Source: an optimization exercise on an open RTL-to-GDS flow (aim: small area, a short achievable clock period and few clock cycles per item). Production flows keep margins and buffers that such runs may drop.
Where RTL was checked, it was by simulation tests only, not by an equivalence proof against the original.
Function not checked in run 1: the RTL went through the layout flow alone.
Power figures rest on the tool's default switching activity, not on a simulated workload.

==> flow/design.v, too long to show whole: its modules and the start of the top module <==
// module PixelSolverMultiCore: 6644 lines
// module MandelFA: 4 lines
// module MandelHA: 4 lines
module PixelSolverMultiCore (
  input               io_cmd_valid,
  output              io_cmd_ready,
  input      [27:0]   io_cmd_payload_x,
  input      [27:0]   io_cmd_payload_y,
  output              io_rsp_valid,
  input               io_rsp_ready,
  output     [5:0]    io_rsp_payload_iteration,
  input               clk,
  input               reset
);
  // ...
==> flow/flow/run.sh <==
#!/bin/bash
set -euo pipefail
MARGIN=${MARGIN:-7}
sed "s/SETUP_SLACK_MARGIN=[0-9.]*/SETUP_SLACK_MARGIN=$MARGIN/" standard.sh > standard_margin.sh
bash standard_margin.sh > standard.log 2>&1
==> flow/standard.sh <==
#!/bin/bash
# synth_recipe.tcl (not shown) runs the flow's synth.tcl, then flattens the netlist and writes it again
# the make line also repeats each setting of config.mk as NAME=value (left out here)
make -C /OpenROAD-flow-scripts/flow DESIGN_CONFIG=/design/flow/config.mk WORK_HOME=/design/flow/orfs CLKGATE_MAP_FILE= SYNTH_SCRIPT=/design/flow/synth_recipe.tcl "${@:-finish}"
==> flow/config.mk <==
export PLATFORM = sky130hd
export DESIGN_NAME = PixelSolverMultiCore
export DESIGN_NICKNAME = PixelSolverMultiCore
export VERILOG_FILES = /design/flow/design.v
export SDC_FILE = /design/flow/constraint.sdc
export NUM_CORES = 8
export LEC_CHECK = 0
export CAP_MARGIN = 20
export CORE_MARGIN = 2
export CORE_UTILIZATION = 50
export SETUP_SLACK_MARGIN = 5
export SLEW_MARGIN = 20
export SYNTH_HIERARCHICAL = 1
==> flow/constraint.sdc <==
create_clock -name core_clock -period 10.0 [get_ports {clk}]
set_input_delay 2.0000 -clock core_clock [delete_from_list [all_inputs] [get_ports {clk}]]
set_output_delay 2.0000 -clock core_clock [all_outputs]
set_load 0.01 [all_outputs]
==> run_results.csv, run 1 <==
group,metric,value,unit
final_layout,nonClkBufAreaFrac,5.65,%
final_layout,signal_buffers,341,
pwr,power_clock,0.00515,W
drt,wl_met2,93100,um
die,pin_count,68,
synth,yosysTopAreaCell,"dfxtp_1",
synth,synth_async_sr_flop_share,1.88,%
drt,avgViaCountPerCell,5.60,
final_layout,multi_input_area_share,51.4,%
worst_setup_path,slowest_stage,"a2111o_1",
synth,synth_flop_cell,"dfxtp_1",
synth,ys_warn_count,7,
synth,synth_nets,7432,
clock_tree,cts_resized,385,
final_layout,area_growth,16.4,%
sta,worstMarginPinSlew,1.03,ns
worst_setup_path,worstSetupPathType,"reg -> reg",
clock_tree,hold_buffers,0,
die,core_area,137000,um2
worst_setup_path,max_stage_delay,0.51,ns
pwr,total_power,0.0101,W
sta,fin_setup_tns,0,ns
die,die_w,376,um
pwr,leakagePower,34.4,nW
worst_setup_path,startpoint_type,"flip-flop",
final_layout,largest_class,"multi-input gates",
drt,wl_met3,18500,um
clock_tree,cts_made_buffers,135,
pwr,peakVddDrop,158,uV
sta,hold_viol,0,
clock_tree,clock_latency,0.79,ns
worst_setup_path,path_depth,13,
final_layout,utilization,58.7,%
status,status,"timing/DRC/antenna clean",
final_layout,top_regs,"p1_snap: 56 flops, p2_snap: 56 flops, r0_snap: 56 flops",
worst_setup_path,crit_end,"r0_bt[13]",
synth,yosysUniqueCellTypes,71,
die,die_area,142000,um2
drt,highest_layer,"met5",
die,n_tap_cell,1794,
synth,synth_cells,6060,
drt,wl,201000,um
final_layout,sh_seq_area,31.3,%
worst_setup_path,worstPathCellList,"inv_2 > fa_2 > fa_2 > a211oi_4 > o211ai_4 > a31oi_4 > o211ai_2 > a2111o_1 > a41oi_2 > xor2_2 > buf_4 > and3_4 > o31a_1",
synth,synth_compound_area_share,7.46,%
==> inputs of run 2 (changes only) <==
--- a/flow/design.v
+++ b/flow/design.v
@@ -3054,17 +3054,17 @@
   wire n3518;
   wire s3519, c3520;
   wire n3521;
   wire s3522, c3523;
   wire n3524;
   wire s3525, c3526;
   wire n3527;
   wire s3528, c3529;
-  wire [27:0] sum3530;
+  wire [28:0] sum3530;
   reg q2_s3528;
   reg q2_s3525;
   reg q2_s3522;
   reg q2_s3519;
   reg q2_s3516;
   reg q2_s3513;
   reg q2_s3510;
   reg q2_s3507;
@@ -3112,17 +3112,17 @@
   reg q2_c3463;
   reg q2_c3460;
   reg q2_c3457;
   reg q2_c3454;
   reg q2_c3451;
   reg q2_c3448;
   reg q2_co3360_20;
   reg q2_co3359_20;
-  wire [26:0] sum3531;
+  wire [27:0] sum3531;
   reg q2_s3354;
   reg q2_s3352;
   reg q2_s3350;
   reg q2_s3348;
   reg q2_s3346;
   reg q2_s3344;
   reg q2_s3342;
   reg q2_s3340;
@@ -3226,17 +3226,17 @@
   wire s3629, c3630;
   wire s3631, c3632;
   wire s3633, c3634;
   wire s3635, c3636;
   wire s3637, c3638;
   wire s3639, c3640;
   wire s3641, c3642;
   wire s3643, c3644;
-  wire [27:0] sum3645;
+  wire [28:0] sum3645;
   reg q2_s3643;
   reg q2_s3641;
   reg q2_s3639;
   reg q2_s3637;
   reg q2_s3635;
   reg q2_s3633;
   reg q2_s3631;
   reg q2_s3629;
@@ -5790,18 +5790,18 @@
   assign n3518 = ~c2554;
   MandelFA us3519 (.a(s3435), .b(c3433), .c(n3518), .s(s3519), .co(c3520));
   assign n3521 = ~c2556;
   MandelFA us3522 (.a(s3438), .b(c3436), .c(n3521), .s(s3522), .co(c3523));
   assign n3524 = ~c2558;
   MandelFA us3525 (.a(s3441), .b(c3439), .c(n3524), .s(s3525), .co(c3526));
   assign n3527 = ~c2560;
   MandelFA us3528 (.a(s3444), .b(c3442), .c(n3527), .s(s3528), .co(c3529));
-  assign sum3530 = {~q2_s3528, ~q2_s3525, ~q2_s3522, ~q2_s3519, ~q2_s3516, ~q2_s3513, ~q2_s3510, ~q2_s3507, ~q2_s3504, ~q2_s3501, ~q2_s3498, ~q2_s3495, ~q2_s3492, ~q2_s3489, ~q2_s3486, ~q2_s3483, ~q2_s3480, ~q2_s3477, ~q2_s3474, ~q2_s3471, ~q2_s3468, ~q2_s3465, ~q2_s3462, ~q2_s3459, ~q2_s3456, ~q2_s3453, ~q2_s3450, ~q2_s3447} + {~q2_c3526, ~q2_c3523, ~q2_c3520, ~q2_c3517, ~q2_c3514, ~q2_c3511, ~q2_c3508, ~q2_c3505, ~q2_c3502, ~q2_c3499, ~q2_c3496, ~q2_c3493, ~q2_c3490, ~q2_c3487, ~q2_c3484, ~q2_c3481, ~q2_c3478, ~q2_c3475, ~q2_c3472, ~q2_c3469, ~q2_c3466, ~q2_c3463, ~q2_c3460, ~q2_c3457, ~q2_c3454, ~q2_c3451, ~q2_c3448, ~q2_co3360_20} + {27'd0, q2_co3359_20};
-  assign sum3531 = {~q2_s3354, ~q2_s3352, ~q2_s3350, ~q2_s3348, ~q2_s3346, ~q2_s3344, ~q2_s3342, ~q2_s3340, ~q2_s3338, ~q2_s3336, ~q2_s3334, ~q2_s3332, ~q2_s3330, ~q2_s3328, ~q2_s3326, ~q2_s3324, ~q2_s3322, ~q2_s3320, ~q2_s3318, ~q2_s3316, ~q2_s3314, ~q2_s3312, ~q2_s3310, ~q2_s3308, ~q2_s3306, ~q2_s3304, ~q2_s3302} + {~q2_c3353, ~q2_c3351, ~q2_c3349, ~q2_c3347, ~q2_c3345, ~q2_c3343, ~q2_c3341, ~q2_c3339, ~q2_c3337, ~q2_c3335, ~q2_c3333, ~q2_c3331, ~q2_c3329, ~q2_c3327, ~q2_c3325, ~q2_c3323, ~q2_c3321, ~q2_c3319, ~q2_c3317, ~q2_c3315, ~q2_c3313, ~q2_c3311, ~q2_c3309, ~q2_c3307, ~q2_c3305, ~q2_c3303, ~q2_c3301} + {26'd0, q2_co3361_20};
+  assign sum3530 = {~q2_s3528, ~q2_s3525, ~q2_s3522, ~q2_s3519, ~q2_s3516, ~q2_s3513, ~q2_s3510, ~q2_s3507, ~q2_s3504, ~q2_s3501, ~q2_s3498, ~q2_s3495, ~q2_s3492, ~q2_s3489, ~q2_s3486, ~q2_s3483, ~q2_s3480, ~q2_s3477, ~q2_s3474, ~q2_s3471, ~q2_s3468, ~q2_s3465, ~q2_s3462, ~q2_s3459, ~q2_s3456, ~q2_s3453, ~q2_s3450, ~q2_s3447, 1'b1} + {~q2_c3526, ~q2_c3523, ~q2_c3520, ~q2_c3517, ~q2_c3514, ~q2_c3511, ~q2_c3508, ~q2_c3505, ~q2_c3502, ~q2_c3499, ~q2_c3496, ~q2_c3493, ~q2_c3490, ~q2_c3487, ~q2_c3484, ~q2_c3481, ~q2_c3478, ~q2_c3475, ~q2_c3472, ~q2_c3469, ~q2_c3466, ~q2_c3463, ~q2_c3460, ~q2_c3457, ~q2_c3454, ~q2_c3451, ~q2_c3448, ~q2_co3360_20, q2_co3359_20};
+  assign sum3531 = {~q2_s3354, ~q2_s3352, ~q2_s3350, ~q2_s3348, ~q2_s3346, ~q2_s3344, ~q2_s3342, ~q2_s3340, ~q2_s3338, ~q2_s3336, ~q2_s3334, ~q2_s3332, ~q2_s3330, ~q2_s3328, ~q2_s3326, ~q2_s3324, ~q2_s3322, ~q2_s3320, ~q2_s3318, ~q2_s3316, ~q2_s3314, ~q2_s3312, ~q2_s3310, ~q2_s3308, ~q2_s3306, ~q2_s3304, ~q2_s3302, 1'b1} + {~q2_c3353, ~q2_c3351, ~q2_c3349, ~q2_c3347, ~q2_c3345, ~q2_c3343, ~q2_c3341, ~q2_c3339, ~q2_c3337, ~q2_c3335, ~q2_c3333, ~q2_c3331, ~q2_c3329, ~q2_c3327, ~q2_c3325, ~q2_c3323, ~q2_c3321, ~q2_c3319, ~q2_c3317, ~q2_c3315, ~q2_c3313, ~q2_c3311, ~q2_c3309, ~q2_c3307, ~q2_c3305, ~q2_c3303, ~q2_c3301, q2_co3361_20};
   MandelFA us3532 (.a(s1793), .b(c1792), .c(s2507), .s(s3532), .co(c3533));
   MandelFA us3534 (.a(s1795), .b(c1794), .c(s2509), .s(s3534), .co(c3535));
   MandelFA us3536 (.a(s1797), .b(c1796), .c(s2511), .s(s3536), .co(c3537));
   MandelFA us3538 (.a(s1799), .b(c1798), .c(s2513), .s(s3538), .co(c3539));
   MandelFA us3540 (.a(s1801), .b(c1800), .c(s2515), .s(s3540), .co(c3541));
   MandelFA us3542 (.a(s1803), .b(c1802), .c(s2517), .s(s3542), .co(c3543));
   MandelFA us3544 (.a(s1805), .b(c1804), .c(s2519), .s(s3544), .co(c3545));
   MandelFA us3546 (.a(s1807), .b(c1806), .c(s2521), .s(s3546), .co(c3547));
@@ -5849,18 +5849,18 @@
   MandelFA us3629 (.a(s3572), .b(c3571), .c(c2546), .s(s3629), .co(c3630));
   MandelFA us3631 (.a(s3574), .b(c3573), .c(c2548), .s(s3631), .co(c3632));
   MandelFA us3633 (.a(s3576), .b(c3575), .c(c2550), .s(s3633), .co(c3634));
   MandelFA us3635 (.a(s3578), .b(c3577), .c(c2552), .s(s3635), .co(c3636));
   MandelFA us3637 (.a(s3580), .b(c3579), .c(c2554), .s(s3637), .co(c3638));
   MandelFA us3639 (.a(s3582), .b(c3581), .c(c2556), .s(s3639), .co(c3640));
   MandelFA us3641 (.a(s3584), .b(c3583), .c(c2558), .s(s3641), .co(c3642));
   MandelFA us3643 (.a(s3586), .b(c3585), .c(c2560), .s(s3643), .co(c3644));
-  assign sum3645 = {~q2_s3643, ~q2_s3641, ~q2_s3639, ~q2_s3637, ~q2_s3635, ~q2_s3633, ~q2_s3631, ~q2_s3629, ~q2_s3627, ~q2_s3625, ~q2_s3623, ~q2_s3621, ~q2_s3619, ~q2_s3617, ~q2_s3615, ~q2_s3613, ~q2_s3611, ~q2_s3609, ~q2_s3607, ~q2_s3605, ~q2_s3603, ~q2_s3601, ~q2_s3599, ~q2_s3597, ~q2_s3595, ~q2_s3593, ~q2_s3591, ~q2_s3589} + {~q2_c3642, ~q2_c3640, ~q2_c3638, ~q2_c3636, ~q2_c3634, ~q2_c3632, ~q2_c3630, ~q2_c3628, ~q2_c3626, ~q2_c3624, ~q2_c3622, ~q2_c3620, ~q2_c3618, ~q2_c3616, ~q2_c3614, ~q2_c3612, ~q2_c3610, ~q2_c3608, ~q2_c3606, ~q2_c3604, ~q2_c3602, ~q2_c3600, ~q2_c3598, ~q2_c3596, ~q2_c3594, ~q2_c3592, ~q2_c3590, q2_co3360_20} + {27'd0, q2_co3359_20};
-  assign esc3646 = ~sum3645[27] & (sum3645[22] | sum3645[23] | sum3645[24] | sum3645[25] | sum3645[26]);
+  assign sum3645 = {~q2_s3643, ~q2_s3641, ~q2_s3639, ~q2_s3637, ~q2_s3635, ~q2_s3633, ~q2_s3631, ~q2_s3629, ~q2_s3627, ~q2_s3625, ~q2_s3623, ~q2_s3621, ~q2_s3619, ~q2_s3617, ~q2_s3615, ~q2_s3613, ~q2_s3611, ~q2_s3609, ~q2_s3607, ~q2_s3605, ~q2_s3603, ~q2_s3601, ~q2_s3599, ~q2_s3597, ~q2_s3595, ~q2_s3593, ~q2_s3591, ~q2_s3589, 1'b1} + {~q2_c3642, ~q2_c3640, ~q2_c3638, ~q2_c3636, ~q2_c3634, ~q2_c3632, ~q2_c3630, ~q2_c3628, ~q2_c3626, ~q2_c3624, ~q2_c3622, ~q2_c3620, ~q2_c3618, ~q2_c3616, ~q2_c3614, ~q2_c3612, ~q2_c3610, ~q2_c3608, ~q2_c3606, ~q2_c3604, ~q2_c3602, ~q2_c3600, ~q2_c3598, ~q2_c3596, ~q2_c3594, ~q2_c3592, ~q2_c3590, q2_co3360_20, q2_co3359_20};
+  assign esc3646 = ~sum3645[28] & (sum3645[23] | sum3645[24] | sum3645[25] | sum3645[26] | sum3645[27]);
   wire [5:0] it_l = p2_it;
   wire esc_l = esc3646;
   wire fin_l = p2_fin;
   wire cyc_l = p2_cyc;
   wire cont_l = act[2] & ~fin_l;
   wire free_n = ~act[1] | p1_fin;
   wire room = ({1'b0, used} + {4'd0, tk}) < 5'd8;
   function [27:0] booth;   
@@ -5870,17 +5870,17 @@
     begin
       for (k = 0; k < 14; k = k + 1) begin
         lo = (k == 0) ? 1'b0 : v[2*k-1];
         booth[k] = v[2*k] ^ lo;
         booth[14+k] = (v[2*k+1] & ~v[2*k] & ~lo) | (~v[2*k+1] & v[2*k] & lo);
       end
     end
   endfunction
-  wire [27:0] yn_l = {sum3531[26], sum3531[25], sum3531[24], sum3531[23], sum3531[22], sum3531[21], sum3531[20], sum3531[19], sum3531[18], sum3531[17], sum3531[16], sum3531[15], sum3531[14], sum3531[13], sum3531[12], sum3531[11], sum3531[10], sum3531[9], sum3531[8], sum3531[7], sum3531[6], sum3531[5], sum3531[4], sum3531[3], sum3531[2], sum3531[1], sum3531[0], q2_q1_r0_y0_0};
+  wire [27:0] yn_l = {sum3531[27], sum3531[26], sum3531[25], sum3531[24], sum3531[23], sum3531[22], sum3531[21], sum3531[20], sum3531[19], sum3531[18], sum3531[17], sum3531[16], sum3531[15], sum3531[14], sum3531[13], sum3531[12], sum3531[11], sum3531[10], sum3531[9], sum3531[8], sum3531[7], sum3531[6], sum3531[5], sum3531[4], sum3531[3], sum3531[2], sum3531[1], q2_q1_r0_y0_0};
   wire [27:0] bn_l = booth(yn_l);
   wire [27:0] bn_c = booth(io_cmd_payload_y);
   always @(posedge clk) begin
     q1_pp5 <= pp5;
     q1_pp30 <= pp30;
     q1_pp6 <= pp6;
     q1_pp31 <= pp31;
     q1_pp56 <= pp56;
@@ -6601,19 +6601,19 @@
       r0_y <= io_cmd_payload_y;
       r0_x0 <= io_cmd_payload_x;
       r0_y0 <= io_cmd_payload_y;
       r0_it <= 6'd0;
       r0_esc <= 1'b0;
       r0_cyc <= 1'b0;
       r0_seq <= alloc;
     end else begin
-      r0_x <= {sum3530[27], sum3530[26], sum3530[25], sum3530[24], sum3530[23], sum3530[22], sum3530[21], sum3530[20], sum3530[19], sum3530[18], sum3530[17], sum3530[16], sum3530[15], sum3530[14], sum3530[13], sum3530[12], sum3530[11], sum3530[10], sum3530[9], sum3530[8], sum3530[7], sum3530[6], sum3530[5], sum3530[4], sum3530[3], sum3530[2], sum3530[1], sum3530[0]};
+      r0_x <= {sum3530[28], sum3530[27], sum3530[26], sum3530[25], sum3530[24], sum3530[23], sum3530[22], sum3530[21], sum3530[20], sum3530[19], sum3530[18], sum3530[17], sum3530[16], sum3530[15], sum3530[14], sum3530[13], sum3530[12], sum3530[11], sum3530[10], sum3530[9], sum3530[8], sum3530[7], sum3530[6], sum3530[5], sum3530[4], sum3530[3], sum3530[2], sum3530[1]};
       {r0_bt, r0_bo} <= bn_l;
-      r0_y <= {sum3531[26], sum3531[25], sum3531[24], sum3531[23], sum3531[22], sum3531[21], sum3531[20], sum3531[19], sum3531[18], sum3531[17], sum3531[16], sum3531[15], sum3531[14], sum3531[13], sum3531[12], sum3531[11], sum3531[10], sum3531[9], sum3531[8], sum3531[7], sum3531[6], sum3531[5], sum3531[4], sum3531[3], sum3531[2], sum3531[1], sum3531[0], q2_q1_r0_y0_0};
+      r0_y <= {sum3531[27], sum3531[26], sum3531[25], sum3531[24], sum3531[23], sum3531[22], sum3531[21], sum3531[20], sum3531[19], sum3531[18], sum3531[17], sum3531[16], sum3531[15], sum3531[14], sum3531[13], sum3531[12], sum3531[11], sum3531[10], sum3531[9], sum3531[8], sum3531[7], sum3531[6], sum3531[5], sum3531[4], sum3531[3], sum3531[2], sum3531[1], q2_q1_r0_y0_0};
       r0_x0 <= p2_x0;
       r0_y0 <= p2_y0;
       r0_it <= it_l;
       r0_esc <= esc_l;
       r0_cyc <= cyc_l;
       r0_seq <= p2_seq;
     end
     r0_snap <= p2_snap;
==> flow/config.mk (replaced) <==
export PLATFORM = sky130hd
export DESIGN_NAME = PixelSolverMultiCore
export DESIGN_NICKNAME = PixelSolverMultiCore
export VERILOG_FILES = /design/flow/design.v
export SDC_FILE = /design/flow/constraint.sdc
export NUM_CORES = 8
export LEC_CHECK = 0
export CAP_MARGIN = 20
export CORE_MARGIN = 2
export CORE_UTILIZATION = 60
export CTS_BUF_LIST = sky130_fd_sc_hd__clkbuf_4
export SETUP_SLACK_MARGIN = 5
export SLEW_MARGIN = 20
export SYNTH_HIERARCHICAL = 1
==> run 2 against run 1 <==
Net effect:
- clock skew grew 0.067 ns
- design area down 1.3%
- clock power down 17%
- utilization up 11 points
- critical path depth shrank 12
- critical endpoint is now io_cmd_ready
- largest power group is now sequential cells
==> run_results.csv, run 2 <==
group,metric,value,unit
status,status,"timing/DRC/antenna clean",
synth,ys_warn_count,7,
final_layout,layout_common_cells,"1079 x dfxtp_1, 1049 x fa_1, 752 x nand2_1",
synth,synth_top_area_share,33.0,%
worst_setup_path,critPathArrivalTime,1.94,ns
drt,drc,0,
hold_path,min_path_cells,0,
die,pin_count,68,
final_layout,final_common_cell,"dfxtp_1",
placement,place.port_buffers,67,
sta,finalSetupViolCount,0,
pwr,leakagePower,31.7,nW
synth,synth-edff-count,54,
global_routing,grt_max_degree,97,
die,initial_utilization,60.6,%
sta,grt_setup_unrepaired,"true",
synth,synth_cells,6087,
sta,fin_setup_tns,0,ns
worst_setup_path,worstSetupPathType,"reg -> out",
placement,dp_hpwl,122000,um
worst_setup_path,crit_family,"flip-flops",
clock_tree,cts_tree,"done",
worst_setup_path,crit_path_start,"tk",
clock_tree,cts.sinks,1221,
final_layout,final_area,79700,um2
placement,dp_cells,7369,
global_routing,grt_util_all_layers,34.8,%
clock_tree,clkTransAtPathRegs,0.06,ns
synth,synth_top_family_by_area,"adder cells",
hold_path,worstHoldStart,"p1_y0[14]",
worst_setup_path,r2r_end,"q1_s3081",
synth,synthTopCellsByArea,"dfxtp_1 33%, fa_1 31%, xnor2_1 4.8%",
synth,synth_area,69500,um2
drt,wl_per_cell,25.2,um
synth,synthTopCellsByCount,"1144 x dfxtp_1, 1082 x fa_1, 753 x nand2_1, 651 x inv_1, 384 x xnor2_1",
placement,place_congestion,0.857,
hold_path,min_to,"p2_y0[14]",
die,die_area,119000,um2
sta,slew_viol_final,0,
worst_setup_path,worst_ep_required_time,8.00,ns
synth,synthXorXnorAreaFrac,6.73,%
final_layout,final_layout_size_suffix_gt1_share,17.3,%
final_layout,fillCellCount,8621,
synth,yosysTopAreaCell,"dfxtp_1",
worst_setup_path,slowest_stage,"dfrtp_4",
final_layout,regArea,25300,um2
synth,yosysUniqueCellTypes,86,
global_routing,grt_pass1_wl,302000,um
global_routing,use_met1,43.6,%
synth,synth_compound_area_share,7.36,%
synth,synth_area_per_cell,11.4,um2
worst_setup_path,worstPathCellList,"buf_6",
clock_tree,cts_root_buf,"clkbuf_4",
clock_tree,cts_made_buffers,342,
synth,synthMuxAreaShare,1.78,%
worst_setup_path,crit_path_max_fanout,2,
clock_tree,htree_levels,5,
synth,yosysSeqAreaShare,36.1,%
worst_setup_path,rr_worst_depth,8,
synth,post-synth-top-count-cell,"dfxtp_1",
drt,wl,204000,um
die,core_area,115000,um2
sta,max_freq,254,MHz
pwr,total_power,0.00918,W
placement,placed_area,71400,um2
global_routing,use_met2,54.9,%
drt,via_count,46700,
drt,drt_pre_antenna_iters,6,
synth,synth_nets,7459,
final_layout,top_regs,"p1_snap: 56 flops, p2_snap: 56 flops, r0_snap: 56 flops",
pwr,power_density,115,nW/um2
synth,synth_async_sr_flop_share,1.88,%
drt,postRouteAntennaNets,0,
synth,synth_flop_cell,"dfxtp_1",
final_layout,nets,7734,
sta,skew,0.105,ns
sta,slew-limit-headroom,34.3,%
worst_setup_path,worstReg2RegStart,"r0_x[24]",
die,die_w,344,um
worst_setup_path,max_stage_delay,0.50,ns
sta,period_needed,3.94,ns
die,rows,124,
global_routing,grt_pass1_vias,49600,
global_routing,use_met3,9.42,%
global_routing,top_usage_layer,"met2",
final_layout,area_growth,14.7,%
sta,worstMarginPinSlew,0.976,ns
worst_setup_path,worstPathBufferInverterCount,1,
global_routing,overflow,0,
synth,synthAdderAreaFrac,35.3,%
die,die_h,344,um
worst_setup_path,end_kind,"output pin",
pwr,peakVddDrop,130,uV
drt,avgViaCountPerCell,5.78,
flow_run,drv_cap,0,
synth,synth_simple_gate_area_share,6.89,%
worst_setup_path,startpoint_type,"flip-flop",
clock_tree,hold_buffers,0,
worst_setup_path,reg2reg_slack,6.82,ns
hold_path,min_path_type,"reg -> reg",
clock_tree,clock_path_buffers,4,
drt,dr.first_iter.drc_count,3931,
sta,hold_viol,0,
final_layout,final_cells,8083,
synth,ys_ff_latch,1221,
clock_tree,clock_latency,1.33,ns
global_routing,antenna_found_initial,8,
sta,fin_crit_sh,39.4,%
final_layout,multi_input_area,41400,um2
run 2: changes by cell type in the layout (fill, tap and decap cells not counted), sizes merged, moves of 7 or more:
cell,previous run,this run
nor3,21,29
diode,2,11
clkinvlp,11,4
clkinv,35,73
a21oi,68,83
inv,669,658
o21ai,164,171
clkbuf,191,474
buf,247,239
nand2,747,754
bufinv,11,2
o21a,25,16
run 2: kinds of logic after synthesis:
group	Yosys count
adders and majority gates	1312
DFF	1221
and+or+nand+nor	1108
buffers and inverters	1063
AOI/OAI and AO/OA	754
xor gates and xnor gates	533
muxes	96
run 2: power by group:
part	total (W)	internal, W	leakage [nW]	switching [W]
registers	0.00488	0.00488	10.3	0.0000000000000000000217
clock network	0.00426	0.00218	2.32	0.00208
logic	0.0000413	0.0000248	19.1	0.0000165
run 2: area by class of cell:
type                            instances  share of cell area (%)
Sequential cell                      1221                    31.8
Antenna cell                           11                  0.0345
Clock inverter                         77                   0.451
Inverter                              660                    3.21
Timing Repair Buffer                  334                    5.82
Multi-Input combinational cell       3803                    52.0
Clock buffer                          465                    4.38
Tap cell                             1512                    2.37
run 2: through the flow:
step / setup WS, ns / hold WS (ns) / utilization, %
detailed placement: 5.93 / 0.312 / 62.3
global placement: 5.93 / 0.310 / 62.3
CTS: 5.95 / 0.292 / 68.2
finish: 6.06 / 0.289 / 69.5
global route: 5.95 / 0.293 / 69.5
floorplan: 6.71 / 0.310 / -
run 2: worst max-delay path by stage:
stage	to	depth (start not counted)	slack (ns)
global placement	used[1]	9	5.93
global route	io_cmd_ready	1	5.95
detailed placement	used[1]	9	5.93
finish	io_cmd_ready	1	6.06
floorplan	used[2]	8	6.71
CTS	io_cmd_ready	1	5.95
run 2: routing by layer:
| metal | vias to the layer above | wire (um) |
|---|---|---|
| met1 | 23400 | 76000 |
| met4 | 8 | 12900 |
| met3 | 686 | 19900 |
| li1 | 19900 | - |
| met5 | - | 161 |
| met2 | 2636 | 94800 |
run 2: per-module statistics from Yosys (local to each module, per instance):
module,flip-flops and latches,cells,copies in the design
MandelHA,0,1,11
PixelSolverMultiCore,1221,4997,1
MandelFA,0,1,1079
run 2: timing repair:
action | in CTS | in global routing
gates cloned | 30 | 9
resized for setup | 379 | 203
setup endpoints to repair | 309 | 128
setup buffers | 78 | 44
pin swaps | 87 | 118
Testbench counts of run 2, summed over its fixed seeds: cycles 262,439, pixels 8,192.
==> inputs of run 3 (changes only) <==
--- a/flow/config.mk
+++ b/flow/config.mk
@@ -8,7 +8,9 @@
 export CAP_MARGIN = 20
 export CORE_MARGIN = 2
 export CORE_UTILIZATION = 60
-export CTS_BUF_LIST = sky130_fd_sc_hd__clkbuf_4
+export CTS_BUF_LIST = sky130_fd_sc_hd__clkbuf_16
+export CTS_CLUSTER_DIAMETER = 150
+export CTS_CLUSTER_SIZE = 24
 export SETUP_SLACK_MARGIN = 5
 export SLEW_MARGIN = 20
 export SYNTH_HIERARCHICAL = 1
==> run 3 against run 2 <==
Net effect:
- flip-flop and latch count stayed put
- critical path depth unchanged
- via count decreased by 4.7%
- fmax grew 17%
- non-clock buffer count decreased by 24
- area after synthesis unchanged
- count of clock-buffer cells in the layout decreased by 409
==> run_results.csv, run 3 <==
group,metric,value,unit
sta,slew-limit-headroom,25.5,%
synth,synth_flop_cell,"dfxtp_1",
sta,hold_viol,0,
clock_tree,clock_path_buffers,3,
synth,synth_area,69500,um2
synth,ys_warn_count,7,
die,pin_count,68,
status,status,"timing/DRC/antenna clean",
hold_path,min_path_type,"reg -> reg",
synth,synth_cells,6087,
hold_path,worstHoldStart,"p1_snap[20]",
clock_tree,hold_buffers,0,
final_layout,final_common_cell,"dfxtp_1",
worst_setup_path,worstPathBufferInverterCount,1,
die,die_w,344,um
pwr,leakagePower,29.9,nW
synth,yosysSeqAreaShare,36.1,%
final_layout,final_layout_size_suffix_gt1_share,11.4,%
sta,fin_crit_sh,33.6,%
worst_setup_path,end_kind,"output pin",
synth,synth_top_area_share,33.0,%
placement,place.port_buffers,67,
drt,drt_pre_antenna_iters,7,
sta,max_freq,298,MHz
synth,synthTopCellsByArea,"dfxtp_1 33%, fa_1 31%, xnor2_1 4.8%",
clock_tree,cts_made_buffers,56,
placement,place_congestion,0.857,
die,initial_utilization,60.6,%
worst_setup_path,worstReg2RegStart,"r0_x[21]",
worst_setup_path,critPathArrivalTime,1.36,ns
die,rows,124,
final_layout,layout_common_cells,"1085 x dfxtp_1, 1032 x fa_1, 752 x nand2_1",
drt,wl,197000,um
global_routing,grt_pass1_vias,47000,
drt,via_count,44500,
clock_tree,cts_root_buf,"clkbuf_16",
drt,dr.first_iter.drc_count,3996,
drt,drc,0,
drt,postRouteAntennaNets,0,
global_routing,grt_util_all_layers,33.7,%
placement,dp_hpwl,122000,um
clock_tree,htree_levels,2,
worst_setup_path,worstPathCellList,"buf_6",
final_layout,top_regs,"p1_snap: 56 flops, p2_snap: 56 flops, r0_snap: 56 flops",
pwr,power_density,98.0,nW/um2
worst_setup_path,slowest_stage,"dfrtp_4",
clock_tree,cts_tree,"done",
pwr,peakVddDrop,147,uV
sta,skew,0.0364,ns
flow_run,drv_cap,0,
worst_setup_path,startpoint_type,"flip-flop",
worst_setup_path,max_stage_delay,0.51,ns
worst_setup_path,crit_path_start,"tk",
worst_setup_path,crit_path_max_fanout,2,
worst_setup_path,crit_family,"flip-flops",
die,die_area,119000,um2
drt,avgViaCountPerCell,5.87,
synth,yosysUniqueCellTypes,86,
sta,finalSetupViolCount,0,
synth,synthTopCellsByCount,"1144 x dfxtp_1, 1082 x fa_1, 753 x nand2_1, 651 x inv_1, 384 x xnor2_1",
die,die_h,344,um
global_routing,overflow,0,
global_routing,antenna_found_initial,6,
synth,synth-edff-count,54,
drt,wl_per_cell,26.1,um
synth,synth_nets,7459,
pwr,total_power,0.00753,W
sta,worstMarginPinSlew,1.11,ns
final_layout,area_growth,10.7,%
synth,yosysTopAreaCell,"dfxtp_1",
clock_tree,clock_latency,0.74,ns
clock_tree,clkTransAtPathRegs,0.10,ns
sta,period_needed,3.36,ns
worst_setup_path,worst_ep_required_time,8.00,ns
die,core_area,115000,um2
synth,synth_area_per_cell,11.4,um2
sta,fin_setup_tns,0,ns
synth,ys_ff_latch,1221,
global_routing,grt_pass1_wl,293000,um
clock_tree,cts.sinks,1221,
final_layout,nets,7424,
sta,grt_setup_unrepaired,"true",
sta,slew_viol_final,0,
global_routing,grt_max_degree,97,
synth,post-synth-top-count-cell,"dfxtp_1",
synth,synth_async_sr_flop_share,1.88,%
worst_setup_path,worstSetupPathType,"reg -> out",
run 3: power breakdown:
part / total [W] / switching, W / internal [W] / leakage, nW
Combinational: 0.0000410 / 0.0000165 / 0.0000245 / 18.9
Sequential: 0.00488 / 0.0000000000000000000223 / 0.00488 / 10.3
Clock: 0.00262 / 0.00160 / 0.00102 / 0.759
run 3: layout make-up:
type,instances,area [um2]
repair buffers,310,4300
flip-flops and latches,1221,25300
inverters,660,2540
well taps,1512,1890
diodes,1,2.50
multi-input cells,3803,41400
clock buffers,56,1400
fillers,8784,37700
clock inverters,11,100
run 3: worst paths after layout:
| kind | endpoint | slack, ns | cells past startpoint |
|---|---|---|---|
| min in group asynchronous | head[1] | 1.77 | 2 |
| setup reg to reg | q1_s3081 | 6.77 | 9 |
| hold / removal | p2_snap[20] | 0.32 | 0 |
| max in group asynchronous | tk | 7.59 | 2 |
| setup / recovery | io_cmd_ready | 6.64 | 1 |
| hold reg to reg | p2_snap[20] | 0.32 | 0 |
run 3: kinds of logic after synthesis:
logic type,share of synthesized area [%]
AND/OR/NAND/NOR,6.89
multiplexers,1.78
buffers and inverters,5.79
XOR/XNOR,6.73
AO/OA/AOI/OAI,7.36
flip-flops,36.1
adder cells (fa/ha/maj),35.3
run 3: modules after synthesis, one instance, submodules excluded:
module	cells inside	copies in the design	cell area (um2)	flops+latches
PixelSolverMultiCore	4997	1	47700	1221
MandelHA	1	11	12.5	0
MandelFA	1	1079	20.0	0
run 3: through the flow:
step / hold WS [ns] / cells / util [%] / cell area, um2 / worst slack [ns]
3_3_place_gp: 0.310 / 7369 / 62.3 / 71400 / 5.93
6_report: 0.322 / 7574 / 67.1 / 76900 / 6.64
3_5_place_dp: 0.312 / 7369 / 62.3 / 71400 / 5.93
5_1_grt: 0.326 / 7573 / 67.1 / 76900 / 6.59
4_1_cts: 0.311 / 7537 / 66.0 / 75700 / 6.57
2_1_floorplan: 0.310 / 6087 / - / 69800 / 6.71
run 3: layer usage:
layer	wire length [um]	GRT usage, %	vias to the layer above
li1	-	-	19000
met1	74900	42.9	22700
met2	91500	53.7	2221
met3	18400	8.15	544
met4	12600	17.6	4
met5	27	0	-
run 3: repair_timing:
item | in CTS | in global routing
endpoints found under the hold margin | 0 | 0
setup buffers | 74 | 30
pin swaps | 116 | 99
gates cloned | 27 | 6
setup endpoints to repair | 308 | 139
gates resized for setup | 378 | 186
==> inputs of run 4 (changes only) <==
==> flow/flow/run.sh (replaced) <==
#!/bin/bash
set -euo pipefail
MARGIN=${MARGIN:-8}
sed "s/SETUP_SLACK_MARGIN=[0-9.]*/SETUP_SLACK_MARGIN=$MARGIN/" standard.sh > standard_margin.sh
bash standard_margin.sh > standard.log 2>&1
==> run 4 against run 3 <==
Net effect:
- sequential share of layout area decreased by 4.4 points
- synthesized cell count unchanged
- sequential power about the same
- setup slack improved by 0.013 ns
- wire length increased by 16%
- hold slack improved by 0.0018 ns
- critical path type unchanged
==> run_results.csv, run 4 <==
group,metric,value,unit
status,status,"timing/DRC/antenna clean",
die,rows,124,
clock_tree,cts.sinks,1221,
synth,synth_simple_gate_area_share,6.89,%
worst_setup_path,slowest_stage,"dfrtp_4",
drt,dr.first_iter.drc_count,4993,
sta,slew_viol_final,0,
drt,wl,228000,um
sta,grt_setup_unrepaired,"true",
sta,slew-limit-headroom,48.7,%
worst_setup_path,rr_worst_depth,7,
worst_setup_path,startpoint_type,"flip-flop",
global_routing,grt_util_all_layers,37.8,%
worst_setup_path,reg2reg_slack,6.86,ns
worst_setup_path,worstSetupPathType,"reg -> out",
global_routing,grt_pass1_wl,324000,um
sta,skew,0.0369,ns
synth,post-synth-top-count-cell,"dfxtp_1",
die,core_area,115000,um2
final_layout,top_regs,"p1_snap: 56 flops, p2_snap: 56 flops, r0_snap: 56 flops",
die,die_area,119000,um2
placement,dp_hpwl,122000,um
sta,max_freq,299,MHz
synth,synth_cells,6087,
worst_setup_path,crit_end,"io_cmd_ready",
synth,synthAdderAreaFrac,35.3,%
final_layout,fillCellCount,6948,
die,initial_utilization,60.6,%
placement,place.port_buffers,67,
drt,via_count,48100,
sta,fin_crit_sh,33.5,%
clock_tree,cts_tree,"done",
synth,synth_area,69500,um2
synth,synth_top_area_share,33.0,%
flow_run,drv_cap,0,
clock_tree,cts_made_buffers,56,
clock_tree,cts_root_buf,"clkbuf_16",
worst_setup_path,worst_ep_required_time,8.00,ns
pwr,power_density,84.8,nW/um2
worst_setup_path,r2r_end,"q1_s3097",
clock_tree,clock_path_buffers,3,
clock_tree,clkTransAtPathRegs,0.12,ns
worst_setup_path,worstReg2RegStart,"r0_bo[6]",
placement,place_congestion,0.854,
synth,ys_ff_latch,1221,
worst_setup_path,max_stage_delay,0.50,ns
synth,yosysUniqueCellTypes,86,
sta,worstMarginPinSlew,0.769,ns
worst_setup_path,path_depth,1,
final_layout,area_growth,28.4,%
synth,synth-edff-count,54,
synth,yosysTopAreaCell,"dfxtp_1",
drt,drc,0,
worst_setup_path,end_kind,"output pin",
synth,yosysSeqAreaShare,36.1,%
die,pin_count,68,
synth,synthTopCellsByArea,"dfxtp_1 33%, fa_1 31%, xnor2_1 4.8%",
drt,avgViaCountPerCell,6.02,
sta,setup_slack,6.65,ns
sta,finalSetupViolCount,0,
pwr,leakagePower,34.9,nW
drt,wl_per_cell,28.5,um
hold_path,min_path_type,"reg -> reg",
synth,synthXorXnorAreaFrac,6.73,%
worst_setup_path,worstPathBufferInverterCount,1,
drt,drt_pre_antenna_iters,8,
final_layout,layout_common_cells,"1015 x dfxtp_1, 605 x fa_2, 571 x nand2_1",
synth,synth_compound_area_share,7.36,%
synth,synth_area_per_cell,11.4,um2
synth,synthMuxAreaShare,1.78,%
synth,ys_warn_count,7,
final_layout,final_common_cell,"dfxtp_1",
worst_setup_path,crit_path_start,"tk",
sta,fin_setup_tns,0,ns
synth,synth_top_family_by_area,"adder cells",
global_routing,antenna_found_initial,6,
worst_setup_path,crit_path_max_fanout,2,
clock_tree,htree_levels,2,
global_routing,grt_pass1_vias,50700,
placement,dp_slack,5.94,ns
synth,synthTopCellsByCount,"1144 x dfxtp_1, 1082 x fa_1, 753 x nand2_1, 651 x inv_1, 384 x xnor2_1",
synth,synth_flop_cell,"dfxtp_1",
synth,synth_nets,7459,
synth,synth_async_sr_flop_share,1.88,%
global_routing,grt_max_degree,60,
clock_tree,hold_buffers,0,
final_layout,nets,7834,
worst_setup_path,crit_family,"flip-flops",
global_routing,overflow,0,
hold_path,min_path_cells,0,
die,die_h,344,um
clock_tree,clock_latency,0.75,ns
sta,hold_viol,0,
worst_setup_path,critPathArrivalTime,1.35,ns
pwr,peakVddDrop,142,uV
final_layout,final_layout_size_suffix_gt1_share,37.5,%
drt,postRouteAntennaNets,0,
worst_setup_path,worstPathCellList,"buf_6",
die,die_w,344,um
sta,period_needed,3.35,ns
run 4: cell counts after synthesis:
No cell type changed its count.
run 4: Yosys stat by module (local to each module, per instance):
module	cell area (um2)	flops+latches	cells	times used
MandelFA	20.0	0	1	1079
PixelSolverMultiCore	47700	1221	4997	1
MandelHA	12.5	0	1	11
run 4: cell type report:
cell class / instances / area (um2) / area share [%]
diodes: 3 / 7.51 / 0.00841
clock buffers: 56 / 1400 / 1.57
clock inverters: 12 / 82.6 / 0.0925
inverters: 660 / 2610 / 2.92
multi-input cells: 3803 / 46900 / 52.6
flip-flops and latches: 1221 / 25400 / 28.5
well taps: 1512 / 1890 / 2.12
repair buffers: 719 / 10900 / 12.2
repair inverters: 1 / 7.51 / 0.00841
run 4: how the worst min path moves through the flow:
stage	end	startpoint	slack, ns
6_report	p2_snap[20]	p1_snap[20]	0.32
5_1_grt	p2_snap[20]	p1_snap[20]	0.33
4_1_cts	r0_snap[16]	p2_snap[16]	0.33
2_1_floorplan	p2_cyc	p1_cyc	0.31
3_5_place_dp	p2_y0[22]	p1_y0[22]	0.31
3_3_place_gp	r0_snap[15]	p2_snap[15]	0.31
run 4: stage by stage:
step	util (%)	hold slack (ns)	instances	total power (W)	instance area, um2
2_1_floorplan	-	0.310	6087	0.00501	75100
3_3_place_gp	64.8	0.310	7361	0.00505	74300
3_5_place_dp	64.8	0.312	7361	0.00505	74300
4_1_cts	74.8	0.329	7821	0.00759	85800
5_1_grt	77.8	0.331	7984	0.00777	89200
6_report	77.8	0.323	7987	0.00757	89200
run 4: cell families (layout without fill, tap and decap cells):
group,count (synthesis),after routing
other,0,3
multiplexers,96,96
XOR/XNOR,533,533
adder cells (fa/ha/maj),1312,1312
AO/OA/AOI/OAI,754,754
flip-flops,1221,1221
AND/OR/NAND/NOR,1108,1108
buffers and inverters,1063,1448
run 4: report_power, final:
| part | switching (W) | internal [W] | leakage (nW) | total (W) |
|---|---|---|---|---|
| Combinational | 0.0000261 | 0.0000219 | 23.8 | 0.0000480 |
| Clock | 0.00163 | 0.00101 | 0.757 | 0.00265 |
| Sequential | 0.0000000000000000000267 | 0.00487 | 10.3 | 0.00487 |
| Total | 0.00166 | 0.00591 | 34.9 | 0.00757 |
run 4: what timing repair did:
| action | CTS | global route |
|---|---|---|
| cloned | 85 | 20 |
| pin swaps | 589 | 409 |
| buffers inserted | 307 | 143 |
| endpoints found under the hold margin | 0 | 0 |
| endpoints found under the setup margin | 797 | 733 |
| resized for setup | 1349 | 448 |
run 4: routing by layer:
layer,track usage (%),routed length [um]
met5,0,23
met4,23.6,18800
met3,10.5,26500
met2,58.4,101000
met1,47.5,81500
==> inputs of run 5 (changes only) <==
==> flow/flow/run.sh (replaced) <==
#!/bin/bash
set -euo pipefail
MARGIN=${MARGIN:-7}
sed "s/SETUP_SLACK_MARGIN=[0-9.]*/SETUP_SLACK_MARGIN=$MARGIN/" standard.sh > standard_margin.sh
bash standard_margin.sh > standard.log 2>&1
--- a/flow/config.mk
+++ b/flow/config.mk
@@ -7,7 +7,7 @@
 export LEC_CHECK = 0
 export CAP_MARGIN = 20
 export CORE_MARGIN = 2
-export CORE_UTILIZATION = 60
+export CORE_UTILIZATION = 70
 export CTS_BUF_LIST = sky130_fd_sc_hd__clkbuf_16
 export CTS_CLUSTER_DIAMETER = 150
 export CTS_CLUSTER_SIZE = 24
==> run 5 against run 4 <==
Net effect:
- final cell count shrank 7.5%
- largest power group unchanged
- design area decreased by 13%
- critical path type unchanged
- utilization is 0.80 points higher
- via count decreased by 4.4%
- clock skew shrank 0.011 ns
==> run_results.csv, run 5 <==
group,metric,value,unit
worst_setup_path,worstPathCellList,"buf_6",
drt,via_count,46000,
worst_setup_path,crit_path_start,"tk",
synth,synth_flop_cell,"dfxtp_1",
drt,avgViaCountPerCell,6.22,
drt,postRouteAntennaNets,0,
drt,wl,197000,um
sta,period_needed,3.38,ns
clock_tree,cts_root_buf,"clkbuf_16",
drt,wl_per_cell,26.7,um
synth,yosysTopAreaCell,"dfxtp_1",
sta,skew,0.0255,ns
synth,synth_async_sr_flop_share,1.88,%
sta,max_freq,296,MHz
worst_setup_path,worst_ep_required_time,8.00,ns
clock_tree,clock_latency,0.74,ns
drt,drt_pre_antenna_iters,6,
global_routing,grt_pass1_vias,49100,
die,die_h,319,um
clock_tree,hold_buffers,0,
worst_setup_path,startpoint_type,"flip-flop",
final_layout,layout_common_cells,"1084 x dfxtp_1, 1044 x fa_1, 749 x nand2_1",
placement,dp_cells,7139,
pwr,power_density,97.3,nW/um2
final_layout,final_cells,7388,
clock_tree,clock_path_buffers,3,
synth,synth-edff-count,54,
synth,yosysSeqAreaShare,36.1,%
worst_setup_path,max_stage_delay,0.52,ns
worst_setup_path,end_kind,"output pin",
pwr,peakVddDrop,157,uV
sta,finalSetupViolCount,0,
die,core_area,98400,um2
status,status,"timing/DRC/antenna clean",
sta,fin_setup_tns,0,ns
clock_tree,cts_made_buffers,56,
clock_tree,cts.sinks,1221,
synth,ys_warn_count,7,
global_routing,grt_util_all_layers,38.8,%
hold_path,worstHoldStart,"p2_snap[12]",
die,initial_utilization,70.6,%
worst_setup_path,worstPathBufferInverterCount,1,
final_layout,final_layout_size_suffix_gt1_share,12.0,%
clock_tree,clkTransAtPathRegs,0.09,ns
sta,slew-limit-headroom,39.2,%
synth,synthTopCellsByCount,"1144 x dfxtp_1, 1082 x fa_1, 753 x nand2_1, 651 x inv_1, 384 x xnor2_1",
pwr,total_power,0.00753,W
synth,synth_area_per_cell,11.4,um2
synth,synthTopCellsByArea,"dfxtp_1 33%, fa_1 31%, xnor2_1 4.8%",
synth,synth_cells,6087,
final_layout,area_growth,11.4,%
synth,post-synth-top-count-cell,"dfxtp_1",
worst_setup_path,worstSetupPathType,"reg -> out",
global_routing,grt_pass1_wl,293000,um
die,rows,115,
placement,place.port_buffers,67,
final_layout,top_regs,"p1_snap: 56 flops, p2_snap: 56 flops, r0_snap: 56 flops",
sta,hold_viol,0,
sta,slew_viol_final,0,
worst_setup_path,critPathArrivalTime,1.38,ns
synth,synth_area,69500,um2
synth,yosysUniqueCellTypes,86,
synth,synth_nets,7459,
sta,worstMarginPinSlew,0.903,ns
final_layout,nets,7461,
flow_run,drv_cap,0,
sta,fin_crit_sh,33.8,%
die,die_w,319,um
clock_tree,htree_levels,2,
placement,place_congestion,0.901,
global_routing,antenna_found_initial,2,
worst_setup_path,slowest_stage,"dfrtp_4",
worst_setup_path,worstReg2RegStart,"r0_x[23]",
drt,dr.first_iter.drc_count,5053,
clock_tree,cts_tree,"done",
worst_setup_path,crit_family,"flip-flops",
hold_path,min_path_type,"reg -> reg",
die,die_area,102000,um2
pwr,leakagePower,30.3,nW
die,pin_count,68,
placement,dp_hpwl,117000,um
global_routing,overflow,0,
sta,grt_setup_unrepaired,"true",
synth,synth_top_area_share,33.0,%
worst_setup_path,crit_path_max_fanout,2,
synth,ys_ff_latch,1221,
final_layout,final_common_cell,"dfxtp_1",
drt,drc,0,
global_routing,grt_max_degree,149,
## run 5: metrics by stage
stage / area (um2) / hold slack [ns] / setup WS (ns) / util [%]
6_report: 77400 / 0.330 / 6.62 / 78.6
3_3_place_gp: 71100 / 0.310 / 5.92 / 72.2
2_1_floorplan: 69800 / 0.310 / 6.71 / -
5_1_grt: 77400 / 0.327 / 6.58 / 78.6
3_5_place_dp: 71100 / 0.312 / 5.95 / 72.2
4_1_cts: 76000 / 0.323 / 6.58 / 77.2
## run 5: routing by layer
layer	GRT usage [%]	wire, um
met3	11.2	22900
met2	60.2	89100
met5	0	9
met1	47.6	69000
met4	25.7	16300
## run 5: logic make-up after synthesis
kind of cell,after synthesis,share of synthesized area (%)
muxes,96,1.78
AOI/OAI and AO/OA,754,7.36
buffers and inverters,1063,5.79
DFF,1221,36.1
xor gates and xnor gates,533,6.73
adders and majority gates,1312,35.3
and+or+nand+nor,1108,6.89
## run 5: timing repair
action                     in CTS  in global routing
gates cloned                   33                  9
pin swaps                     100                115
gates resized for setup       396                166
setup endpoints to repair     298                131
buffers inserted               98                 39
## run 5: final cells by class
class / count / area [um2]
Tap cell: 1287 / 1610
Antenna cell: 2 / 5.00
Clock buffer: 56 / 1400
Timing Repair Buffer: 347 / 4960
Clock inverter: 12 / 101
Multi-Input combinational cell: 3803 / 41500
Fill cell: 6179 / 21000
Inverter: 660 / 2550
Sequential cell: 1221 / 25300
## run 5: per-module statistics from Yosys, one instance, submodules excluded
module                flip-flops and latches  area (um2)  cells inside  times used
MandelFA                                   0        20.0             1        1079
MandelHA                                   0        12.5             1          11
PixelSolverMultiCore                    1221       47700          4997           1
## run 5: worst paths after layout
kind                                end  slack [ns]  cells after the start
min in group asynchronous      rob_v[1]        1.75                      2
setup reg to reg               q1_s3085        6.85                      8
hold reg to reg             r0_snap[12]        0.33                      0
hold / removal              r0_snap[12]        0.33                      0
setup / recovery           io_cmd_ready        6.62                      1
max in group asynchronous            tk        7.62                      2
## run 5: report_power, final
| group | switching [W] | internal, W |
|---|---|---|
| sequential | 0.0000000000000000000348 | 0.00488 |
| clock | 0.00160 | 0.00102 |
| combinational | 0.0000166 | 0.0000245 |
==> inputs of run 6 (changes only) <==
--- a/flow/config.mk
+++ b/flow/config.mk
@@ -7,10 +7,8 @@
 export LEC_CHECK = 0
 export CAP_MARGIN = 20
 export CORE_MARGIN = 2
-export CORE_UTILIZATION = 70
-export CTS_BUF_LIST = sky130_fd_sc_hd__clkbuf_16
-export CTS_CLUSTER_DIAMETER = 150
-export CTS_CLUSTER_SIZE = 24
+export CORE_UTILIZATION = 60
+export CTS_BUF_LIST = sky130_fd_sc_hd__clkbuf_8
 export SETUP_SLACK_MARGIN = 5
 export SLEW_MARGIN = 20
 export SYNTH_HIERARCHICAL = 1
==> run 6 against run 5 <==
Net effect:
- total power grew 32%
- fmax shrank 5.8%
- highest routed layer unchanged
- largest power group is now the clock network
- non-clock buffer count shrank 19
- global-route usage shrank 4.0 points
- clock skew grew 0.017 ns
==> run_results.csv, run 6 <==
group,metric,value,unit
status,status,"timing/DRC/antenna clean",
clock_tree,clock_latency,0.97,ns
synth,yosysSeqAreaShare,36.1,%
synth,synth_cells,6087,
sta,slew-limit-headroom,42.0,%
pwr,power_density,124,nW/um2
global_routing,grt_util_all_layers,34.8,%
placement,place_congestion,0.857,
synth,synthTopCellsByArea,"dfxtp_1 33%, fa_1 31%, xnor2_1 4.8%",
drt,wl_per_cell,25.6,um
clock_tree,cts_root_buf,"clkbuf_8",
synth,ys_warn_count,7,
worst_setup_path,startpoint_type,"flip-flop",
worst_setup_path,worst_ep_required_time,8.00,ns
hold_path,min_path_type,"reg -> reg",
sta,max_freq,279,MHz
hold_path,min_path_cells,0,
placement,dp_cells,7369,
sta,grt_setup_unrepaired,"true",
die,core_area,115000,um2
hold_path,min_to,"p2_x0[18]",
drt,drt_pre_antenna_iters,6,
sta,fin_crit_sh,35.9,%
sta,skew,0.0425,ns
worst_setup_path,max_stage_delay,0.50,ns
worst_setup_path,reg2reg_slack,6.77,ns
flow_run,drv_cap,0,
synth,synthTopCellsByCount,"1144 x dfxtp_1, 1082 x fa_1, 753 x nand2_1, 651 x inv_1, 384 x xnor2_1",
global_routing,use_met2,55.0,%
global_routing,grt_pass1_wl,301000,um
clock_tree,cts.sinks,1221,
final_layout,final_cells,7902,
global_routing,overflow,0,
synth,synth_area,69500,um2
sta,period_needed,3.59,ns
final_layout,layout_common_cells,"1082 x dfxtp_1, 1026 x fa_1, 749 x nand2_1",
drt,via_count,45900,
synth,synth_async_sr_flop_share,1.88,%
final_layout,top_regs,"p1_snap: 56 flops, p2_snap: 56 flops, r0_snap: 56 flops",
die,die_w,344,um
sta,fin_setup_tns,0,ns
worst_setup_path,worstReg2RegStart,"r0_bo[0]",
drt,wl,202000,um
clock_tree,clkTransAtPathRegs,0.06,ns
die,rows,124,
synth,synth_top_area_share,33.0,%
global_routing,antenna_found_initial,9,
worst_setup_path,worstSetupPathType,"reg -> out",
clock_tree,cts_made_buffers,203,
synth,post-synth-top-count-cell,"dfxtp_1",
drt,dr.first_iter.drc_count,4042,
die,die_area,119000,um2
sta,worstMarginPinSlew,0.862,ns
worst_setup_path,slowest_stage,"dfrtp_4",
synth,yosysUniqueCellTypes,86,
hold_path,worstHoldStart,"p1_x0[18]",
clock_tree,clock_path_buffers,3,
global_routing,grt_max_degree,97,
worst_setup_path,rr_worst_depth,7,
final_layout,final_common_cell,"dfxtp_1",
synth,synth_area_per_cell,11.4,um2
clock_tree,cts_tree,"done",
placement,dp_hpwl,122000,um
pwr,leakagePower,32.0,nW
worst_setup_path,crit_family,"flip-flops",
synth,synth_flop_cell,"dfxtp_1",
synth,yosysTopAreaCell,"dfxtp_1",
clock_tree,htree_levels,4,
worst_setup_path,crit_path_max_fanout,2,
sta,finalSetupViolCount,0,
die,initial_utilization,60.6,%
final_layout,final_layout_size_suffix_gt1_share,15.8,%
worst_setup_path,worstPathCellList,"buf_6",
drt,postRouteAntennaNets,0,
sta,slew_viol_final,0,
drt,drc,0,
die,pin_count,68,
global_routing,use_met3,9.22,%
worst_setup_path,critPathArrivalTime,1.59,ns
synth,synth-edff-count,54,
global_routing,grt_pass1_vias,48900,
final_layout,area_growth,16.0,%
synth,synth_nets,7459,
synth,ys_ff_latch,1221,
global_routing,use_met1,43.6,%
worst_setup_path,end_kind,"output pin",
worst_setup_path,worstPathBufferInverterCount,1,
pwr,peakVddDrop,135,uV
clock_tree,hold_buffers,0,
sta,hold_viol,0,
global_routing,top_usage_layer,"met2",
worst_setup_path,r2r_end,"q1_s3077",
drt,avgViaCountPerCell,5.81,
placement,place.port_buffers,67,
die,die_h,344,um
final_layout,nets,7589,
## run 6: cell count changes in the layout (fill, tap and decap cells not counted), sizes merged
cell,delta
inv,+42
bufbuf,-7
clkbuf,+207
dlygate4sd2,+1
diode,+2
clkdlybuf4s50,+1
buf,-9
bufinv,+16
clkinvlp,+2
clkinv,+35
dlymetal6s2s,-1
## run 6: per-module statistics from Yosys, one instance, submodules excluded
module | copies in the design | flops+latches
PixelSolverMultiCore | 1 | 1221
MandelFA | 1079 | 0
MandelHA | 11 | 0
## run 6: per-stage QoR
step / util [%] / hold WS (ns) / power [W] / setup slack, ns / instance area, um2
after floorplan: - / 0.310 / 0.00501 / 6.71 / 69800
after global placement: 62.3 / 0.310 / 0.00504 / 5.93 / 71400
after detailed placement: 62.3 / 0.312 / 0.00504 / 5.93 / 71400
after CTS: 69.0 / 0.302 / 0.0101 / 6.30 / 79100
after global routing: 70.3 / 0.308 / 0.0103 / 6.33 / 80600
final: 70.3 / 0.295 / 0.00996 / 6.41 / 80600
## run 6: logic make-up after synthesis
group | Yosys count | synth area share, %
buf+inv | 1063 | 5.79
flops | 1221 | 36.1
compound gates | 754 | 7.36
simple gates | 1108 | 6.89
mux | 96 | 1.78
fa+ha+maj | 1312 | 35.3
xor+xnor | 533 | 6.73
## run 6: timing repair
item                       4_1_cts  5_1_grt
resized for setup              378      226
setup endpoints to repair      308      141
setup buffers                   76       42
pin swaps                       92      162
cloned                          31        6
## run 6: worst max-delay path by stage
stage                     slack, ns  depth (start not counted)           end          from
after detailed placement       5.93                          9       used[1]  io_rsp_ready
after global routing           6.33                          1  io_cmd_ready            tk
final                          6.41                          1  io_cmd_ready            tk
after CTS                      6.30                          1  io_cmd_ready            tk
after global placement         5.93                          9       used[1]  io_rsp_ready
after floorplan                6.71                          8       used[2]  io_rsp_ready
## run 6: area by class of cell
type	count	area, um2
multi-input cells	3803	41500
fillers	8430	34100
flip-flops and latches	1221	25300
repair buffers	328	4560
clock buffers	267	3670
inverters	660	2550
well taps	1512	1890
clock inverters	107	1050
diodes	4	10.0
## run 6: metal layers
layer | wire [um] | share of wire (%) | vias to the layer above
met5 | 27 | 0.013 | -
met3 | 19400 | 9.6 | 652
met2 | 93900 | 46 | 2481
li1 | - | - | 19500
met1 | 75900 | 38 | 23300
met4 | 13100 | 6.5 | 4
## run 6: where the power goes
part	total, W	leakage, nW	switching [W]	internal [W]
Combinational	0.0000410	19.1	0.0000164	0.0000246
Sequential	0.00488	10.3	0.0000000000000000000221	0.00488
Clock	0.00504	2.59	0.00220	0.00284

[static timing again, ports no longer ideal]
How much do the figures lean on ideal ports? The routed layouts below were timed once more, with nothing changed but the port constraints. Step 1, drivers: a clkbuf_16 drives clk and a buf_2 each remaining input, both assumed. Step 2, shift: input delay + t, output delay - t, t = (earliest + latest rising clock arrival at the registers) / 2. This alone moves slack from input paths to output paths. Slacks: no drivers / after step 1 / after step 2; pairs: no drivers / after step 1.
run	shift t [ns]	setup WS [ns]	latest minus earliest clock arrival (ns)	worst register clock-pin slew, ns	worst data-port slew with drivers (ns)
run 1	0.853	6.423 / 6.423 / 6.238	0.041 / 0.040	0.07 / 0.07	0.04
run 2	1.341	6.059 / 5.989 / 5.954	0.109 / 0.109	0.09 / 0.09	0.08
run 3	0.793	6.640 / 6.567 / 6.267	0.039 / 0.039	0.11 / 0.11	0.09
run 4	0.810	6.654 / 6.573 / 6.552	0.040 / 0.039	0.12 / 0.12	0.09
run 5	0.803	6.621 / 6.548 / 6.375	0.030 / 0.030	0.11 / 0.11	0.05
run 6	1.016	6.413 / 6.342 / 6.187	0.044 / 0.044	0.07 / 0.07	0.08
After both steps setup and hold are still met in every run listed. The setup slack of run 3, which loses most, moves by -0.073 ns with the drivers and by -0.373 ns with both steps.
